What follows belongs to an exercise in optimizing a design on an open flow for small area, a short achievable clock period and few clock cycles; a production flow would make more cautious choices.
Only simulation tests tie the RTL to the original design; equivalence was not proved.
Power figures rest on the tool's default switching activity, not on a simulated workload.

Setup of red:
==> flow/design.v <==
`timescale 1ns/1ps
module riscv_cpu (
    input  wire        clk,
    input  wire        rst_n,
    output wire [31:0] imem_addr,
    input  wire [31:0] imem_rdata,
    output wire [31:0] dmem_addr,
    output wire [31:0] dmem_wdata,
    output wire [1:0]  dmem_size,
    output wire        dmem_we,
    input  wire [31:0] dmem_rdata
);
    reg  [31:2] pc_q;             
    wire [31:0] pc = {pc_q, 2'b00};
    reg         x_valid;
    reg  [31:0] x_a;              
    reg         x_fb;             
    reg  [31:0] x_bi;             
    reg  [31:0] x_alt;            
    reg  [4:0]  x_rd;
    reg         x_wen;            
    reg         x_sub;            
    reg         x_sra;            
    reg         x_sl;             
    reg         x_r_add, x_r_slt, x_r_xor, x_r_or, x_r_and, x_r_sh, x_r_alt;
    reg  [2:0]  x_f3;             
    reg         x_load, x_store, x_br, x_jalr;
    reg         x_blt, x_bsg, x_binv;
    reg         m_valid;
    reg  [31:0] m_res;
    reg  [31:0] m_sdata;
    reg  [4:0]  m_rd;
    reg         m_wen;
    reg         m_store;
    reg  [2:0]  m_f3;
    reg         m_res_sel, m_lbh, m_lh, m_lw, m_lbs, m_lhs;
    wire [32*32-1:0] rf_q;
    assign rf_q[31:0] = 32'b0;
    wire        s7  = dmem_rdata[7];
    wire        s15 = dmem_rdata[15];
    wire [31:0] wb_data;
    assign wb_data[7:0]   = ({8{m_lbh}}  & dmem_rdata[7:0])   | ({8{m_res_sel}} & m_res[7:0]);
    assign wb_data[15:8]  = ({8{m_lh}}   & dmem_rdata[15:8])  | ({8{m_lbs}} & {8{s7}}) |
                            ({8{m_res_sel}} & m_res[15:8]);
    assign wb_data[31:16] = ({16{m_lw}}  & dmem_rdata[31:16]) | ({16{m_lbs}} & {16{s7}}) |
                            ({16{m_lhs}} & {16{s15}}) | ({16{m_res_sel}} & m_res[31:16]);
    assign imem_addr  = pc;
    assign dmem_addr  = m_res;
    assign dmem_wdata = m_sdata;
    assign dmem_size  = m_f3[1:0];
    assign dmem_we    = m_valid & m_store;
    genvar gi;
    generate
        for (gi = 1; gi < 32; gi = gi + 1) begin : g_rf
            reg [31:0] r;
            always @(posedge clk)
                if (m_wen && m_rd == gi) r <= wb_data;
            assign rf_q[gi*32 +: 32] = r;
        end
    endgenerate
    wire [31:0] a  = x_a;
    wire [31:0] b  = x_fb ? m_res : x_alt;
    wire [31:0] bi = x_bi;
    wire [31:0] sum = a + (bi ^ {32{x_sub}}) + {31'b0, x_sub};
    wire        eq  = (a == bi);
    wire        lt  = $signed({x_bsg & a[31], a}) < $signed({x_bsg & bi[31], bi});
    wire        taken = (x_blt ? lt : eq) ^ x_binv;
    wire [4:0]  shamt = bi[4:0];
    reg  [31:0] a_rev, sh_rev;
    integer j;
    always @(*) for (j = 0; j < 32; j = j + 1) a_rev[j] = a[31 - j];
    wire [31:0] sh_in = x_sl ? a_rev : a;
    wire signed [32:0] sh_ext = {x_sra & a[31], sh_in};
    wire [31:0] sh_out = sh_ext >>> shamt;
    always @(*) for (j = 0; j < 32; j = j + 1) sh_rev[j] = sh_out[31 - j];
    wire [31:0] sh_res = x_sl ? sh_rev : sh_out;
    wire [31:0] x_res = ({32{x_r_add}} & sum[31:0]) |
                        ({32{x_r_slt}} & {31'b0, lt}) |
                        ({32{x_r_xor}} & (a ^ bi)) |
                        ({32{x_r_or}}  & (a | bi)) |
                        ({32{x_r_and}} & (a & bi)) |
                        ({32{x_r_sh}}  & sh_res) |
                        ({32{x_r_alt}} & x_alt);
    wire        redirect    = x_valid & ((x_br & taken) | x_jalr);
    wire [31:0] redirect_pc = x_jalr ? {sum[31:2], 2'b0} : x_alt;
    always @(posedge clk or negedge rst_n) begin
        if (!rst_n) begin
            m_valid <= 1'b0;
            m_wen   <= 1'b0;
            m_store <= 1'b0;
        end else begin
            m_valid <= x_valid;
            m_wen   <= x_valid & x_wen;
            m_store <= x_valid & x_store;
        end
    end
    always @(posedge clk) begin
        m_res   <= x_res;
        m_sdata <= b;
        m_rd    <= x_rd;
        m_f3    <= x_f3;
        m_res_sel <= ~x_load;
        m_lbh     <= x_load;                                    
        m_lh      <= x_load & (x_f3[1:0] != 2'b00);             
        m_lw      <= x_load & x_f3[1];                          
        m_lbs     <= x_load & (x_f3 == 3'b000);                 
        m_lhs     <= x_load & (x_f3 == 3'b001);                 
    end
    wire [31:0] ins = imem_rdata;
    wire [4:0]  opc = ins[6:2];
    wire [4:0]  rs1 = ins[19:15];
    wire [4:0]  rs2 = ins[24:20];
    wire [4:0]  rd  = ins[11:7];
    wire [2:0]  f3  = ins[14:12];
    wire op_lui   = (opc == 5'b01101);
    wire op_auipc = (opc == 5'b00101);
    wire op_jal   = (opc == 5'b11011);
    wire op_jalr  = (opc == 5'b11001);
    wire op_br    = (opc == 5'b11000);
    wire op_load  = (opc == 5'b00000);
    wire op_store = (opc == 5'b01000);
    wire op_imm   = (opc == 5'b00100);
    wire op_reg   = (opc == 5'b01100);
    wire op_alu   = op_imm | op_reg;
    wire use_rs1 = op_jalr | op_br | op_load | op_store | op_alu;
    wire use_rs2 = op_br | op_store | op_reg;
    wire wr_rd   = (op_lui | op_auipc | op_jal | op_jalr | op_load | op_alu) & (rd != 5'd0);
    wire        sg = ins[31];
    wire [20:0] immb = {{9{sg}}, ins[7], ins[30:25], ins[11:8], 1'b0};
    wire [20:0] immj = {sg, ins[19:12], ins[20], ins[30:21], 1'b0};
    wire [21:0] tb_lo  = {1'b0, pc[20:0]} + {1'b0, immb};
    wire [21:0] tj_lo  = {1'b0, pc[20:0]} + {1'b0, immj};
    wire [10:0] pc_hi  = pc[31:21];
    wire [10:0] pc_inc, pc_dec;
    incdec u_incdec (.x(pc_hi), .inc(pc_inc), .dec(pc_dec));
    wire [10:0] tb_hi  = (tb_lo[21] == sg) ? pc_hi : tb_lo[21] ? pc_inc : pc_dec;
    wire [10:0] tj_hi  = (tj_lo[21] == sg) ? pc_hi : tj_lo[21] ? pc_inc : pc_dec;
    wire [31:0] tgt_b  = {tb_hi, tb_lo[20:0]};
    wire [31:0] tgt_j  = {tj_hi, tj_lo[20:0]};
    wire [31:0] pc4    = pc + 32'd4;
    wire pred = op_jal | (op_br & ins[31]);
    wire [31:0] sel1a, sel1b, sel2a, sel2b;
    dec5 u_dec1a (.s(rs1), .oh(sel1a));
    dec5 u_dec1b (.s(rs1), .oh(sel1b));
    dec5 u_dec2a (.s(rs2), .oh(sel2a));
    dec5 u_dec2b (.s(rs2), .oh(sel2b));
    reg  [31:0] rf1, rf2;
    integer i;
    always @(*) begin
        rf1 = 32'b0;
        rf2 = 32'b0;
        for (i = 1; i < 32; i = i + 1) begin
            rf1[15:0]  = rf1[15:0]  | ({16{sel1a[i]}} & rf_q[i*32 +: 16]);
            rf1[31:16] = rf1[31:16] | ({16{sel1b[i]}} & rf_q[i*32+16 +: 16]);
            rf2[15:0]  = rf2[15:0]  | ({16{sel2a[i]}} & rf_q[i*32 +: 16]);
            rf2[31:16] = rf2[31:16] | ({16{sel2b[i]}} & rf_q[i*32+16 +: 16]);
        end
    end
    wire        upper = op_lui | op_auipc;
    wire        fx1 = x_valid && x_wen && x_rd == rs1 && !upper;
    wire [31:0] ra0 = upper ? (op_lui ? 32'b0 : pc) :
                      (m_wen && m_rd == rs1) ? wb_data : rf1;
    wire [31:0] ra  = fx1 ? x_res : ra0;
    wire        fx2 = x_valid && x_wen && x_rd == rs2;
    wire [31:0] rb0 = (m_wen && m_rd == rs2) ? wb_data : rf2;
    wire        use_imm = ~(op_reg | op_br);
    wire [31:0] imm_x   = upper    ? {ins[31:12], 12'b0} :
                          op_store ? {{20{ins[31]}}, ins[31:25], ins[11:7]} :
                                     {{20{ins[31]}}, ins[31:20]};
    wire [31:0] rbi = (fx2 & ~use_imm) ? x_res : use_imm ? imm_x : rb0;
    wire stall = x_valid & x_load & x_wen &
                 ((use_rs1 & (rs1 == x_rd)) | (use_rs2 & (rs2 == x_rd)));
    always @(posedge clk or negedge rst_n) begin
        if (!rst_n) begin
            pc_q    <= 30'b0;
            x_valid <= 1'b0;
        end else begin
            if (redirect)
                pc_q <= redirect_pc[31:2];
            else if (!stall)
                pc_q <= op_jal ? tgt_j[31:2] : (op_br & sg) ? tgt_b[31:2] : pc4[31:2];
            x_valid <= ~redirect & ~stall;
        end
    end
    always @(posedge clk) begin
        x_a       <= ra;
        x_fb      <= fx2;
        x_bi      <= rbi;
        x_alt     <= op_store ? rb0 :
                     (op_br & ~ins[31]) ? {tgt_b[31:2], 2'b00} : pc4;
        x_rd      <= rd;
        x_wen     <= wr_rd;
        x_sub     <= op_reg & ins[30] & (f3 == 3'b000);
        x_sra     <= ins[30];
        x_sl      <= ~f3[2];
        x_r_add   <= (op_alu & (f3 == 3'b000)) | op_load | op_store | upper;
        x_r_slt   <= op_alu & (f3 == 3'b010 || f3 == 3'b011);
        x_r_xor   <= op_alu & (f3 == 3'b100);
        x_r_or    <= op_alu & (f3 == 3'b110);
        x_r_and   <= op_alu & (f3 == 3'b111);
        x_r_sh    <= op_alu & (f3 == 3'b001 || f3 == 3'b101);
        x_r_alt   <= op_jal | op_jalr;
        x_f3      <= f3;
        x_load    <= op_load;
        x_store   <= op_store & ~f3[2] & ~(f3[1] & f3[0]);
        x_br      <= op_br;
        x_jalr    <= op_jalr;
        x_blt     <= f3[2];
        x_bsg     <= op_br ? ~f3[1] : ~f3[0];
        x_binv    <= f3[0] ^ ins[31];    
    end
endmodule
module incdec (
    input  wire [10:0] x,
    output wire [10:0] inc,
    output wire [10:0] dec
);
    assign inc = x + 1'b1;
    assign dec = x - 1'b1;
endmodule
module dec5 (
    input  wire [4:0]  s,
    output wire [31:0] oh
);
    genvar k;
    generate
        for (k = 0; k < 32; k = k + 1) begin : g
            assign oh[k] = (s == k);
        end
    endgenerate
endmodule
==> flow/config.mk <==
export PLATFORM = sky130hd
export DESIGN_NAME = riscv_cpu
export DESIGN_NICKNAME = riscv_cpu
export VERILOG_FILES = /design/flow/design.v
export SDC_FILE = /design/flow/constraint.sdc
export NUM_CORES = 4
export LEC_CHECK = 0
export CAP_MARGIN = 20
export CORE_MARGIN = 2
export CORE_UTILIZATION = 40
export CTS_CLUSTER_DIAMETER = 70
export CTS_CLUSTER_SIZE = 30
export PLACE_DENSITY = 0.6
export SETUP_SLACK_MARGIN = 5.0
export SLEW_MARGIN = 20
export SYNTH_HIERARCHICAL = 1
==> flow/constraint.sdc <==
create_clock -name core_clock -period 9.0 [get_ports {clk}]
set_input_delay 1.8000 -clock core_clock [delete_from_list [all_inputs] [get_ports {clk}]]
set_output_delay 1.8000 -clock core_clock [all_outputs]
set_load 0.01 [all_outputs]
standard.sh (not shown) runs the stock make flow with config.mk's settings and CLKGATE_MAP_FILE= SYNTH_SCRIPT=/design/flow/synth_recipe.tcl, a recipe that flattens the netlist after the stock synthesis.
==> flow/flow/run.sh <==
#!/bin/bash
set -euo pipefail
bash standard.sh BUFFER_PORTS_ARGS="-buffer_cell sky130_fd_sc_hd__buf_4" finish > flow_make.log 2>&1
red: all stages complete, timing, DRC and antenna checks passed
Testbench counts of red, summed over its fixed seeds: cycles 49,879.
What blue does differently from red at the input level:
--- a/flow/design.v
+++ b/flow/design.v
@@ -140,9 +140,12 @@
     wire [31:0] pc4    = pc + 32'd4;
     wire pred = op_jal | (op_br & ins[31]);
-    wire [31:0] sel1a, sel1b, sel2a, sel2b;
-    dec5 u_dec1a (.s(rs1), .oh(sel1a));
-    dec5 u_dec1b (.s(rs1), .oh(sel1b));
-    dec5 u_dec2a (.s(rs2), .oh(sel2a));
-    dec5 u_dec2b (.s(rs2), .oh(sel2b));
+    wire [31:0] sel1, sel2;
+    genvar gs;
+    generate
+        for (gs = 0; gs < 32; gs = gs + 1) begin : g_sel
+            assign sel1[gs] = (rs1 == gs);
+            assign sel2[gs] = (rs2 == gs);
+        end
+    endgenerate
     reg  [31:0] rf1, rf2;
     integer i;
@@ -151,8 +154,6 @@
         rf2 = 32'b0;
         for (i = 1; i < 32; i = i + 1) begin
-            rf1[15:0]  = rf1[15:0]  | ({16{sel1a[i]}} & rf_q[i*32 +: 16]);
-            rf1[31:16] = rf1[31:16] | ({16{sel1b[i]}} & rf_q[i*32+16 +: 16]);
-            rf2[15:0]  = rf2[15:0]  | ({16{sel2a[i]}} & rf_q[i*32 +: 16]);
-            rf2[31:16] = rf2[31:16] | ({16{sel2b[i]}} & rf_q[i*32+16 +: 16]);
+            rf1 = rf1 | ({32{sel1[i]}} & rf_q[i*32 +: 32]);
+            rf2 = rf2 | ({32{sel2[i]}} & rf_q[i*32 +: 32]);
         end
     end
@@ -219,13 +220,2 @@
     assign dec = x - 1'b1;
 endmodule
-module dec5 (
-    input  wire [4:0]  s,
-    output wire [31:0] oh
-);
-    genvar k;
-    generate
-        for (k = 0; k < 32; k = k + 1) begin : g
-            assign oh[k] = (s == k);
-        end
-    endgenerate
-endmodule
Results
Each of the runs, namely blue and red, reached the end of the flow and came out clean.
Going from red to blue, final weighted congestion in routability-driven placement grew by a few percent.
Critical path depth | blue below red
Against red as the reference, blue delivers a higher power attributed to combinational cells.
Cmp blue and red / area of the multi-input gates / higher: red
The core utilization of blue and that of red are within noise of each other.
The worst setup slack number comes out lower for blue vs red.
The average vias per placed instance in blue sits 0.14 below the value recorded for red.
Sort blue and red by slew at the pin with the worst max-slew slack asc -> top: blue
Looking at number of global-route vias before repair, blue sits above red.
Number of clock buffer instances in the layout (lower): red
Testbench counts of blue, summed over its fixed seeds: cycles 49,879.

## what the ideal ports hide
Ports are ideal in the flow. The routed layouts listed here were re-timed in OpenROAD. Step 1: set_driving_cell puts a clkbuf_16 on clk and a buf_2 on each other input, an assumption about the parent block. Step 2 moves the port delays by t, midway between the first and last clock arrival at a register: inputs arrive t later, outputs are due t later. That takes back most of the time a late clock gives input paths. a / b / c = ideal ports / drivers / drivers and shift; a / b = the first two.
| run | shift t [ns] | slack for setup (ns) | hold slack, ns | clock arrival spread, ns | worst slew at a driven data input, ns |
|---|---|---|---|---|---|
| red | 0.803 | 4.812 / 4.856 / 4.053 | 0.377 / 0.377 / 0.377 | 0.089 / 0.089 | 0.10 |
| blue | 0.821 | 4.749 / 4.761 / 3.940 | 0.412 / 0.412 / 0.412 | 0.059 / 0.058 | 0.13 |
After both steps every run listed still meets setup and hold. The setup slack of blue, which loses most, moves by +0.012 ns with the drivers and by -0.809 ns with both steps.
